Background: an optimization exercise with open tools, aiming at small area and a short achievable clock period. Do not read the settings as production practice.
The RTL was checked by simulation tests, not by an equivalence proof against the original design.
Power is estimated from default activity; no workload was simulated.

==> design/flow/design.v <==
module mult_top(
    input clk,
    input  [15:0] x,
    input  [15:0] y,
    output reg [31:0] p_out
    );
    wire [31:0] P_vec;
    reg [15:0] X_vec;
    reg [15:0] Y_vec;
    LOBOq2_12bit_1C_v2 mult(X_vec,Y_vec,P_vec); 
    always @(posedge clk) 
    begin
        p_out <= P_vec;
        X_vec <= x;
        Y_vec <= y;
    end
endmodule 
module LOBOq2_12bit_1C_v2(
    input [15:0] x,
    input [15:0] y,
    output [31:0] p
    );
    wire [16:0] pp_rad4_0;
    wire [16:0] pp_rad4_1;
    wire [1:0] sign_factor;
    rad4_gen12 gen_rad4_pp( 
        .x1(x[15:11]), .y(y),
        .pp_rad4_0(pp_rad4_0),
        .pp_rad4_1(pp_rad4_1),
        .sign_factor(sign_factor));
    wire [14:0] PP_oa;
    wire [26:0] PP_ob;
    rad4096_gen_v1 gen_rad4096_pp( 
      .x2(x[11:0]),.y(y),
      .PP_oa(PP_oa),
      .PP_ob(PP_ob));
    pp_tree_red_v2_12bit wallace_tree(
        .pp_rad4_0(pp_rad4_0),
        .pp_rad4_1(pp_rad4_1),
        .PP_oa(PP_oa),
        .PP_ob(PP_ob),
        .sign_factor(sign_factor),
        .p(p));
endmodule
module rad4_gen12( x1,y,pp_rad4_0,pp_rad4_1,sign_factor);
input [15:0] y;
input [4:0] x1;
output [16:0] pp_rad4_0;
output [16:0] pp_rad4_1;
output [1:0] sign_factor;
wire [1:0] one,two,sign;
code code0(one[0],two[0],sign[0],x1[2],x1[1], x1[0]);
code code1(one[1],two[1],sign[1],x1[4],x1[3], x1[2]);
wire [16:0] tmp1_pp; 
assign tmp1_pp = {y[15],y};  
wire [17:0] out1;
assign out1[0] = sign[0];
genvar i;
generate
	for ( i = 0; i < 17; i = i+1 )
		begin : pp_rad4_first 
		product pp_pr(tmp1_pp[i],out1[i],one[0],two[0],sign[0],pp_rad4_0[i],out1[i+1]);
		end
endgenerate
wire[17:0] out2;
assign out2[0] = sign[1];
genvar i2;
generate
	for ( i2 = 0; i2 < 17; i2 = i2+1 )
		begin : pp_second 
		product pp_pr(tmp1_pp[i2],out2[i2],one[1],two[1],sign[1],pp_rad4_1[i2],out2[i2+1]);
		end
endgenerate
genvar i_sign;
generate
	for ( i_sign = 0; i_sign < 2; i_sign = i_sign+1 )
		begin : sgn_fac
		sgn_gen sgn_genXX(one[i_sign],two[i_sign],sign[i_sign],sign_factor[i_sign]);
		end
endgenerate
endmodule
module code(one,two,sign,y2,y1,y0);
	input y2,y1,y0;
	output one,two,sign;
	wire [1:0]k;
	xor x1(one,y0,y1);
	xor x2(k[1],y2,y1);
	not n1(k[0],one);
	and a1(two,k[0],k[1]);
	assign sign=y2;
endmodule
module product(x1,x0,one,two,sign,p,i);
	input x1,x0,sign,one,two;
	output p,i;
	wire [1:0] k;
	xor xo1(i,x1,sign);
	and a1(k[1],i,one);
	and a0(k[0],x0,two);
	or o1(p,k[1],k[0]);
endmodule
module sgn_gen(one,two,sign,sign_factor);
	input sign,one,two;
	output sign_factor;
	wire k;
	or o1(k,one,two);
	and a1(sign_factor,sign,k);
endmodule
module rad4096_gen_v1(x2,y,PP_oa,PP_ob);
input [15:0] y;
input [11:0] x2;
output [14:0] PP_oa;
output [26:0] PP_ob;
wire [11:0] abs_x2;
wire [4:0] k_x2;
wire [2:0] k_x2_enc;
wire zero_x2;
sec_complement_w12 x0_abs_gen
		(
            .data_in(x2), 
            .sign(x2[11]),
            .data_out(abs_x2) 
        );
LOD12_quant lod_x2(abs_x2,zero_x2,k_x2);
PriorityEncoder_5 PEx(k_x2,k_x2_enc);
wire [15:0] y_abs;
wire [3:0] k_y;
wire [1:0] k_y_enc;
wire zero_y;
sec_complement_w16 y_abs_gen 
		(
            .data_in(y), 
            .sign(y[15]),
            .data_out(y_abs) 
        );	
LOD16_quant lod16_y(y_abs[15:12],zero_y,k_y);
PriorityEncoder_4 PEy(k_y,k_y_enc);
wire [11:0] x20;  
assign x20[11:8] =  abs_x2[11:8] & (~k_x2[4:1]);
assign x20[7:1] = abs_x2[7:1];
assign x20[0] = abs_x2[0] & (~k_x2[0]);
wire prod_sign;
wire [11:0] tmp_out0;
wire [15:0] tmp_out1;
assign prod_sign = x2[11] ^ y[15];
wire [11:0] x20_signed;
wire [15:0] y_signed;
sec_complement_w12 x20_sign_gen 
		(
            .data_in(x20), 
            .sign(prod_sign),
            .data_out(tmp_out0) 
        );
sec_complement_w16 y_sign_gen 
		(
            .data_in(y_abs), 
            .sign(prod_sign),
            .data_out(tmp_out1) 
        );
assign y_signed = (!zero_x2) ? tmp_out1 : 16'b0;			
assign x20_signed = (!zero_y) ? tmp_out0 : 12'b0;
Barrel27L_12_quant gen_P0b(
			  .shift_i(k_x2_enc),
             .data_i(y_signed),
             .data_o(PP_ob));
Barrel15L_16 gen_P0a(
            .data_i(x20_signed),
            .shift_i(k_y_enc),
            .data_o(PP_oa));
endmodule 
module LOD16_quant(
    input [3:0] data_i,
    output zero_o,
    output [3:0] data_o
    );
	 wire [3:0] z;
	 assign zdet = data_i[3] | data_i[2] | data_i[1] | data_i[0];
	 assign zero_o = ~ zdet;
	 LOD4 lod4_1 (
		.data_i(data_i), 
		.data_o(data_o)
	 );
endmodule
module LOD12_quant(
    input [11:0] data_i,
    output zero_o,
    output [4:0] data_o
    );
	 wire [3:0] tmp_in;
	 assign tmp_in[3:1] = data_i[10:8];
	 assign tmp_in[0] =  |data_i[7:0];
	 assign zero_o = ~(data_i[11] | tmp_in[3] | tmp_in[2] | tmp_in[1] | tmp_in[0]);
	 LOD4 lod4_1 (
		.data_i(tmp_in), 
		.data_o(data_o[3:0])
	 );
	 assign data_o[4] = data_i[11];
endmodule
module LOD3(
    input [2:0] data_i,
    output [2:0] data_o
    );
	 wire mux0;
	 wire mux1;
	 assign mux1 = (data_i[2]==1) ? 1'b0 : 1'b1;
	 assign mux0 = (data_i[1]==1) ? 1'b0 : mux1;
	 assign data_o[2] = data_i[2];
	 assign data_o[1] =(mux1 & data_i[1]);
	 assign data_o[0] =(mux0 & data_i[0]);
endmodule
module LOD4(
    input [3:0] data_i,
    output [3:0] data_o
    );
	 wire mux0;
	 wire mux1;
	 wire mux2;
	 assign mux2 = (data_i[3]==1) ? 1'b0 : 1'b1;
	 assign mux1 = (data_i[2]==1) ? 1'b0 : mux2;
	 assign mux0 = (data_i[1]==1) ? 1'b0 : mux1;
	 assign data_o[3] = data_i[3];
	 assign data_o[2] =(mux2 & data_i[2]);
	 assign data_o[1] =(mux1 & data_i[1]);
	 assign data_o[0] =(mux0 & data_i[0]);
endmodule
module LOD2(
    input [1:0] data_i,
    output [1:0] data_o
    );
	 assign data_o[1] = data_i[1];
	 assign data_o[0] =(~data_i[1] & data_i[0]);
endmodule
module Muxes2in1Array4(
    input [3:0] data_i,
    input select_i,
    output [3:0] data_o
    );
	assign data_o[3] = select_i ? data_i[3] : 1'b0;
	assign data_o[2] = select_i ? data_i[2] : 1'b0;
	assign data_o[1] = select_i ? data_i[1] : 1'b0;
	assign data_o[0] = select_i ? data_i[0] : 1'b0;
endmodule
module PriorityEncoder_4(
    input [3:0] data_i,
    output reg [1:0] code_o
    );
	always @*
		case (data_i)
	     4'b0001 : code_o = 3'b00;
         4'b0010 : code_o = 3'b01;
         4'b0100 : code_o = 3'b10;
		 default  : code_o = 3'b11;
		endcase		
endmodule
module PriorityEncoder_5(
    input [4:0] data_i,
    output reg [2:0] code_o
    );
	  always @*
		case (data_i)
	       5'b00001 : code_o = 3'b000;
         5'b00010 : code_o = 3'b001;
         5'b00100 : code_o = 3'b010;
         5'b01000 : code_o = 3'b011;
		 default  : code_o = 3'b100;
		endcase		
	endmodule
module Barrel27L_12_quant(
    input [15:0] data_i,
    input [2:0] shift_i,
    output reg [26:0] data_o
    );
	wire [26:0] tmp;
   assign tmp = {{11{data_i[15]}},data_i};
  always @*
     case (shift_i)
        3'b000: data_o = tmp;
        3'b001: data_o = tmp << 8;
        3'b010: data_o = tmp << 9;
	    	3'b011: data_o = tmp << 10;		
        default: data_o = tmp << 11;
     endcase
endmodule
module Barrel15L_16(
    input [11:0] data_i,
    input [1:0] shift_i,
    output reg [14:0] data_o
    );
   wire [14:0] tmp;
   assign tmp = {{3{data_i[11]}},data_i};
   always @*
      case (shift_i)
         2'b00: data_o = tmp;
         2'b01: data_o = tmp << 1;
         2'b10: data_o = tmp << 2;
         default: data_o = tmp << 3;
      endcase
endmodule
module pp_tree_red_v2_12bit(pp_rad4_0,pp_rad4_1,PP_oa,PP_ob,sign_factor,p);
input [16:0] pp_rad4_0;
input [16:0] pp_rad4_1;
input [14:0] PP_oa;
input [26:0] PP_ob;
input [1:0] sign_factor;
output [31:0] p;
wire [3:0] E_MSB;
not n1(E_MSB[0],PP_ob[26]);
not n2(E_MSB[1],PP_oa[14]);
not n3(E_MSB[2],pp_rad4_0[16]);
not n4(E_MSB[3],pp_rad4_1[16]);
wire [15:0] sum00_FA;
wire [15:0] carry00_FA;
wire [15:0] tmp001_FA;
wire [15:0] tmp002_FA;
wire [15:0] tmp003_FA;
assign tmp001_FA = {E_MSB[0],PP_ob[26:12]};
assign tmp002_FA = {E_MSB[1],PP_oa[14:0]};
assign tmp003_FA = {pp_rad4_0[15:0]};
genvar i001;
generate
	for (i001 = 0; i001 < 16; i001 = i001 + 1)
		begin : pp_fad00
		FAd pp_fad(tmp001_FA[i001],tmp002_FA[i001], tmp003_FA[i001], carry00_FA[i001],sum00_FA[i001]);
		end
endgenerate
wire sum00_HA;
wire carry00_HA;
assign sum00_HA = E_MSB[2];
assign carry00_HA = pp_rad4_0[16];
wire [15:0] sum10_FA;
wire [15:0] carry10_FA;
wire[15:0] tmp100;
wire[15:0] tmp101;
wire[15:0] tmp102;
assign tmp100 = {E_MSB[2],sum00_HA,sum00_FA[15:2]};
assign tmp101 = {carry00_HA,carry00_FA[15:1]};
assign tmp102 = pp_rad4_1[15:0];
genvar i11;
generate
	for(i11 = 0; i11 < 16; i11 = i11 +1 )
		begin : pp_fad10
		FAd pp_fad(tmp100[i11],tmp101[i11],tmp102[i11],carry10_FA[i11],sum10_FA[i11]);
		end
endgenerate
wire sum10_HA;
wire carry10_HA;
assign sum10_HA = E_MSB[3];
assign carry10_HA = pp_rad4_1[16];
wire [31:0] tmp_ADD1;
wire [31:0] tmp_ADD2;
assign tmp_ADD1 = {E_MSB[3],sum10_HA, sum10_FA,sum00_FA[1:0],12'b0};
assign tmp_ADD2 = {carry10_HA, carry10_FA,sign_factor[1],carry00_FA[0],sign_factor[0],PP_ob[11:0]};
assign p = tmp_ADD1 + tmp_ADD2;
endmodule 
module HAd(a,b,c,s);
	input a,b;
	output c,s;
	xor x1(s,a,b);
	and a1(c,a,b);
endmodule
module FAd(a,b,c,cy,sm);
	input a,b,c;
	output cy,sm;
	wire x,y,z;
	xor x1(x,a,b);
	xor x2(sm,x,c);
	and a1(y,a,b);
	and a2(z,x,c);
	or o1(cy,y,z);
endmodule
module FA(a,b,c,cy,sm);
	input a,b,c;
	output cy,sm;
	wire x,y,z;
	xor x1(x,a,b);
	xor x2(sm,x,c);
	and a1(y,a,b);
	and a2(z,x,c);
	or o1(cy,y,z);
endmodule
module sec_complement_w12
  (
   input [11:0] data_in,
   input sign,
   output [11:0] data_out
   );
  genvar  ii;
  generate
    for (ii=0; ii<12; ii=ii+1) 
      begin: pc
           assign data_out[ii] = data_in[ii] ^ (sign);
      end
  endgenerate
endmodule  
module sec_complement_w16
  (
   input [15:0] data_in,
   input sign,
   output [15:0] data_out
   );
  genvar  ii;
  generate
    for (ii=0; ii<16; ii=ii+1) 
      begin: pc
	   assign data_out[ii] = data_in[ii] ^ (sign);
      end
  endgenerate
endmodule  
==> design/flow/run.sh <==
#!/bin/bash
# synth_recipe.tcl (not shown) runs the flow's synth.tcl, then flattens the netlist and writes it again
# the make line also repeats each setting of config.mk as NAME=value (left out here)
make -C /OpenROAD-flow-scripts/flow DESIGN_CONFIG=/design/flow/config.mk WORK_HOME=/design/flow/orfs CLKGATE_MAP_FILE= SYNTH_SCRIPT=/design/flow/synth_recipe.tcl finish
==> design/flow/config.mk <==
export PLATFORM = sky130hd
export DESIGN_NAME = mult_top
export DESIGN_NICKNAME = mult_top
export VERILOG_FILES = /design/flow/design.v
export SDC_FILE = /design/flow/constraint.sdc
export NUM_CORES = 4
export LEC_CHECK = 0
export CAP_MARGIN = 20
export CORE_MARGIN = 2
export CORE_UTILIZATION = 40
export SLEW_MARGIN = 20
==> design/flow/constraint.sdc <==
create_clock -name core_clock -period 5.2 [get_ports {clk}]
set_input_delay 1.0400 -clock core_clock [delete_from_list [all_inputs] [get_ports {clk}]]
set_output_delay 1.0400 -clock core_clock [all_outputs]
set_load 0.01 [all_outputs]
==> results.cfg <==
[logic_synthesis]
yosys.area_share.simple = 0.152
ys_warn_count = 6
syn_area_per_cell_sq_um = 8.20
synth_edf_count = 0
synth_mux_area_frac = 0.0282
synthFlopType = dfxtp_1
synth_top_family_by_area = compound AO/OA/AOI/OAI gates
synth_nets = 826
syn_inst = 741
synthAdderAreaFrac = 0.148
synth-seq-area-share = 0.211
synth-seq-cells = 64
synth_area_sq_um = 6080
synth_cell_type_count = 78
synth_xor_xnor_area_share = 0.0922
ys_async_sr_fraction = 0
synth_compound_area_frac = 0.277

[critical_path]
worstSetupPathType = reg -> reg
reg2reg_from = X_vec[11]
r2r_end = p_out[29]
required_ns = 5.41
arrival_ns = 5.16
end_kind = register
cp-start-kind = register
reg2reg_depth = 16
crit_fanout = 20
reg2reg_slack_ns = 0.24

[routing]
ant_nets = 0
drt_iter0_drc = 573
wl_per_cell_um = 17.1
wirelength_um = 16500
drc = 0
vias_per_cell = 5.73
vias = 5516
drtPass1Iterations = 5

[cells_and_area]
syn2layout_area_growth_pct = 17.0
layout_common_cells = nor2_1 (76), clkdlybuf4s50_1 (64), dfxtp_1 (63), nand2_1 (52), inv_1 (52)
mostFrequentLayoutCell = nor2_1
final_cells = 963
antenna-diode-count = 0
fillers = 1412
drive_above_1_share = 0.0968
nNetsFinal = 856

[status]
status = no timing/DRC/antenna violations

[floorplanning]
coreArea_sq_um = 15000
dieHeight_um = 127
die_area_sq_um = 16200
row_count = 45
ios = 65
die_x_um = 127
initial_utilization = 0.404

[min_path]
holdPathEnd = p_out[2]
min_path_type = reg -> reg
hold_path_depth = 2
min-delay-start = X_vec[11]

[cts]
numCtsBuffers = 9
cts_buffer_depth = 2
ctsRootBufferMaster = clkbuf_16
cts_tree = done
insertion_delay_ns = 0.33
cts.sink_count = 64
htreeDepth = 3
clkSlewWorstSetupHoldPaths_ns = 0.05

[placement]
dp.cells = 948
port_buffers = 64
gp_congestion = 0.975
dp_hpwl_um = 12400

[timing]
slew_headroom = 0.275
max_slew.worst_pin.slew_ns = 1.08
fin_hold_ws_ns = 0.637
final-hold-violation-count = 0
post-route-min-period_ns = 4.96
fin_crit_sh = 0.953
report.final.setup_viol = 0
skew_ns = 0.00533
fin_setup_tns_ns = 0
drv_slew = 0
fmaxAchievable_mhz = 202

[global_route]
grt_max_degree = 43
globalRouteTotalUtil = 0.209
overflow = 0
antenna_found_initial = 0
grt_pass1_vias = 5322
grt_first_pass_wirelength_um = 27100

[pwr]
p_leak_nw = 2.82
finalPower_mw = 2.91
ir_drop_uv = 195
power_density_nw_per_um2 = 409

[job]
maxCapViolCount = 0
area by class of cell:
class	count	area, sq um	area share
Clock buffer	9	225	0.0317
Timing Repair Buffer	89	832	0.117
Sequential cell	64	1280	0.181
Inverter	52	195	0.0274
Clock inverter	6	61.3	0.00862
Tap cell	188	235	0.0331
Multi-Input combinational cell	555	4280	0.602
registers in the layout, summed over array words and instances (netlist names):
register and cells:
p_out 32, Y_vec 16, X_vec 16
per-layer routing:
metal,GRT usage,vias up,share of wire
li1,-,2676,-
met1,0.267,2613,0.44
met2,0.349,197,0.47
met3,0.0503,30,0.065
met4,0.0679,0,0.023
met5,0,-,0
cell families after synthesis:
| logic type | count (synthesis) |
|---|---|
| AOI/OAI and AO/OA | 224 |
| and+or+nand+nor | 200 |
| buffers and inverters | 122 |
| xor gates and xnor gates | 64 |
| DFF | 64 |
| adders and majority gates | 53 |
| muxes | 14 |
critical path: stages (launching register included):
cell      delay [ns]
dfxtp_4         0.41
or4_1           0.58
mux2i_4         0.23
a21boi_2        0.17
and2_1          0.20
buf_4           0.18
a211oi_1        0.34
fa_1            0.52
fa_1            0.55
inv_1           0.04
ha_1            0.38
a211oi_1        0.27
o21bai_1        0.12
a21o_1          0.19
a211o_1         0.38
nor4_2          0.21
a311oi_1        0.07
worst max-delay path by stage:
stage               from        end  slack, ns  cells past startpoint
3_3_place_gp   X_vec[11]  p_out[29]       0.25                     14
2_1_floorplan   X_vec[4]  p_out[26]       0.66                     17
6_report       X_vec[11]  p_out[29]       0.24                     16
4_1_cts        X_vec[11]  p_out[29]       0.12                     16
3_5_place_dp   X_vec[11]  p_out[29]       0.20                     16
5_1_grt        X_vec[11]  p_out[29]      -0.01                     16
synthesized netlist by cell type, types with 3 or more instances:
cell type,count,share of area
dfxtp_1,64,0.21
a31oi_1,6,0.0062
inv_1,52,0.032
a22oi_1,7,0.0086
or2_2,4,0.0041
fa_1,32,0.11
a21oi_1,37,0.030
nand4_1,5,0.0051
nor3_1,9,0.0074
nand2b_1,15,0.015
o21a_1,7,0.0086
clkbuf_8,6,0.014
nor2_1,76,0.047
a221oi_1,5,0.0072
o211ai_1,5,0.0062
a2111oi_4,3,0.014
nand3_1,12,0.0099
o2111ai_1,7,0.010
o22a_1,3,0.0043
xor2_1,19,0.027
nor2b_1,9,0.0093
o31ai_1,7,0.0086
a41oi_1,3,0.0043
or3_1,4,0.0041
a21o_1,7,0.0086
mux2i_1,10,0.016
o22ai_1,11,0.011
buf_2,6,0.0049
a221o_1,5,0.0082
a311oi_1,3,0.0043
xnor2_1,45,0.065
o21ai_0,34,0.028
ha_1,20,0.041
nand2_1,52,0.032
clkbuf_1,39,0.024
o21bai_1,4,0.0049
o221ai_1,15,0.022
a211oi_1,31,0.038
buf_1,13,0.0080
what timing repair did:
action,4_1_cts,5_1_grt
hold buffers,0,0
buffers inserted,0,0
gates resized for setup,0,8
endpoints found under the setup margin,0,6
per-stage QoR:
step	area, sq um	worst slack, ns	utilization
2_1_floorplan	6080	0.662	-
3_3_place_gp	6780	0.251	0.451
3_5_place_dp	6780	0.199	0.451
4_1_cts	7070	0.124	0.470
5_1_grt	7110	-0.0118	0.473
6_report	7110	0.245	0.473
power breakdown:
part           switching [mW]  leakage, nW  internal [mW]
clock                   0.213        0.141          0.365
sequential             0.0632        0.538          0.609
combinational           0.884         2.14          0.772
total                    1.16         2.82           1.75

afterwards: timing with drivers on the ports:
The flow's constraints put no driver on any port. The routed layout listed below was extracted and timed again, unchanged, in two steps. Step 1 (the two cells are an assumption about what drives the block):
set clk [get_ports {clk}]
set_driving_cell -lib_cell sky130_fd_sc_hd__clkbuf_16 $clk
set_driving_cell -lib_cell sky130_fd_sc_hd__buf_2 [delete_from_list [all_inputs] $clk]
Step 2 moves the port delays by t, midway between the first and last clock arrival at a register: inputs arrive t later, outputs are due t later. That takes back most of the time a late clock gives input paths. Slacks: ideal ports / drivers / drivers and shift; pairs: ideal ports / drivers.
t, ns: 0.380
setup WS [ns]: 0.245 / 0.245 / 0.245
hold slack, ns: 0.637 / 0.637 / 0.637
worst register clock-pin slew, ns: 0.05 / 0.05
worst data-port slew with drivers (ns): 0.03
After both steps setup and hold are still met in this run. The setup slack of this run moves by 0.000 ns with the drivers and by 0.000 ns with both steps.
